This is an optimization exercise on Yosys and OpenROAD, whose aim is small area, not a production implementation.
The RTL was checked by simulation tests, not by an equivalence proof against the original design.
Power and IR drop assume default switching activity.

// SYS_CTRL
module SYS_CTRL(
input wire clk,
input wire rst_n,
input wire [7:0] rx_data,
input wire rx_valid,
input wire tx_busy,
output wire [7:0] tx_data,
output wire tx_valid,
output wire [7:0] uart_config,
output wire [7:0] div_ratio
);
localparam [3:0] S_CLR = 4'd0, S_IDLE = 4'd1, S_WA = 4'd2, S_WD = 4'd3,
                 S_RA = 4'd4, S_RD = 4'd5, S_CA = 4'd6, S_CB = 4'd7,
                 S_EX = 4'd8, S_SHA = 4'd9, S_SHB = 4'd10, S_FN = 4'd11,
                 S_OF1 = 4'd12, S_OF2 = 4'd13;
reg [3:0] state;
reg [3:0] areg;         
reg       rd;           
reg [6:0] cnt;          
reg       c;            
reg       fl;           
reg       dly;          
reg       pend;         
reg [1:0] ph3;          
reg [1:0] ph4;          
reg [15:0] s;
reg [7:0] r0, r1, r2, r3;
reg [95:0] ring;
wire clr = (state == S_CLR);
wire rxv = rx_valid;
reg [1:0] m3;
always @(*) begin
  case (areg)
    4'd0, 4'd3, 4'd6, 4'd9, 4'd12, 4'd15: m3 = 2'd1;   
    4'd1, 4'd4, 4'd7, 4'd10, 4'd13:       m3 = 2'd0;
    default:                              m3 = 2'd2;
  endcase
end
wire [2:0] p3s = {1'b0, m3} + {1'b0, ph3};
wire [1:0] pos3 = (p3s >= 3'd3) ? p3s - 3'd3 : p3s[1:0];
wire [1:0] pos4 = areg[1:0] + ph4;
wire ring_addr = (areg[3:2] != 2'b00);
wire ip_hit = (pos3 == 2'd2);                   
wire tap_hit = (pos3 == 2'd0) & (pos4 == 2'd0);  
wire wd_now = (state == S_WD) & rxv;
wire wr_ring = ((wd_now & ring_addr) | pend) & ip_hit;
wire [7:0] wbyte = clr ? 8'd0 : (pend ? s[7:0] : rx_data);
wire ins0 = clr | (wr_ring & (pos4 == 2'd3));
wire ins3 = clr | (wr_ring & (pos4 == 2'd2));
wire ins6 = clr | (wr_ring & (pos4 == 2'd1));
wire ins9 = clr | (wr_ring & (pos4 == 2'd0));
  ...
Size in the first run: ~37 I/O pins, ~0.0066 sq mm of cells after synthesis.
==> flow/config.mk <==
export PLATFORM = sky130hd
export DESIGN_NAME = SYS_CTRL
export DESIGN_NICKNAME = SYS_CTRL
export VERILOG_FILES = /design/flow/design.v
export SDC_FILE = /design/flow/constraint.sdc
export NUM_CORES = 4
export LEC_CHECK = 0
export ABC_AREA = 1
export CAP_MARGIN = 20
export CORE_MARGIN = 2
export CORE_UTILIZATION = 60
export PLACE_DENSITY = 0.75
export SLEW_MARGIN = 20
==> flow/constraint.sdc <==
create_clock -name core_clock -period 40.0 [get_ports {clk}]
set_input_delay 8.0000 -clock core_clock [delete_from_list [all_inputs] [get_ports {clk}]]
set_output_delay 8.0000 -clock core_clock [all_outputs]
set_load 0.01 [all_outputs]
standard.sh (not shown) runs the stock make flow with config.mk's settings and CLKGATE_MAP_FILE= SYNTH_SCRIPT=/design/flow/synth_recipe.tcl, a recipe that flattens the netlist after the stock synthesis.
==> flow/flow/run.sh <==
#!/bin/bash
# Layout flow: the standard flow (standard.sh) with these changes:
#  - synthesis maps with an area-oriented ABC script (flow/abc_area.script:
#    no buffering or upsizing inside ABC) and buffers pass-through wires
#    with buf_1 instead of buf_4; registers are mapped exactly as in the
#    standard synthesis;
#  - port buffers are buf_1;
#  - the clock tree is built from clkbuf_8 without dummy loads.
# Each tool's output goes to its own log file in this folder.
set -euo pipefail
W=$(pwd)
rm -rf "$W/scripts_area"
cp -r "$FLOW_HOME/scripts" "$W/scripts_area"
cp "$W/flow/abc_area.script" "$W/scripts_area/abc_area.script"
bash standard.sh SCRIPTS_DIR="$W/scripts_area" ABC_AREA=1 \
  "MIN_BUF_CELL_AND_PORTS=sky130_fd_sc_hd__buf_1 A X" synth > "$W/synth.log" 2>&1
bash standard.sh "BUFFER_PORTS_ARGS=-buffer_cell sky130_fd_sc_hd__buf_1" \
  "CTS_ARGS=-sink_clustering_enable -repair_clock_nets -buf_list sky130_fd_sc_hd__clkbuf_8 -dont_use_dummy_load -sink_clustering_size 30 -sink_clustering_max_diameter 100" \
  finish > "$W/layout.log" 2>&1
==> flow/flow/abc_area.script <==
strash
&get -n
&st
&dch
&nf -R 1000 -p -F 8 -A 4
&put
topo
Edit:
--- a/flow/flow/run.sh
+++ b/flow/flow/run.sh
@@ -17,3 +17,3 @@
 bash standard.sh "BUFFER_PORTS_ARGS=-buffer_cell sky130_fd_sc_hd__buf_1" \
-  "CTS_ARGS=-sink_clustering_enable -repair_clock_nets -buf_list sky130_fd_sc_hd__clkbuf_8 -dont_use_dummy_load -sink_clustering_size 30 -sink_clustering_max_diameter 100" \
+  "CTS_ARGS=-sink_clustering_enable -repair_clock_nets -buf_list sky130_fd_sc_hd__clkbuf_8 -dont_use_dummy_load -sink_buffer_max_cap_derate 0.05" \
   finish > "$W/layout.log" 2>&1
Result: Power is unchanged; clock skew does not change; worst setup slack stays the same; global-route usage stays the same; synthesized cell count does not change; cell count does not change; non-clock buffer count is unchanged; register-to-register slack hardly moves.

[static timing again, ports no longer ideal]
Ports are ideal in the flow. The routed layouts listed here were re-timed in OpenROAD. Step 1 assumes that a clkbuf_16 drives the clock port and a buf_2 every other input. Step 2 adds t to the input delays and takes it off the output delays; t is the mean of the earliest and latest rising clock arrival at the registers after step 1. Input paths then give back, and output paths get back, about the clock's delay inside the block. a / b / c = no drivers / after step 1 / after step 2; a / b = the first two.
| run | shift t [ns] | setup WS [ns] | clock arrival spread, ns |
|---|---|---|---|
| the first run | 0.477 | 30.283 / 30.299 / 29.822 | 0.027 / 0.026 |
| the second run | 0.477 | 30.283 / 30.299 / 29.822 | 0.027 / 0.026 |
After both steps setup and hold are still met in every run listed.
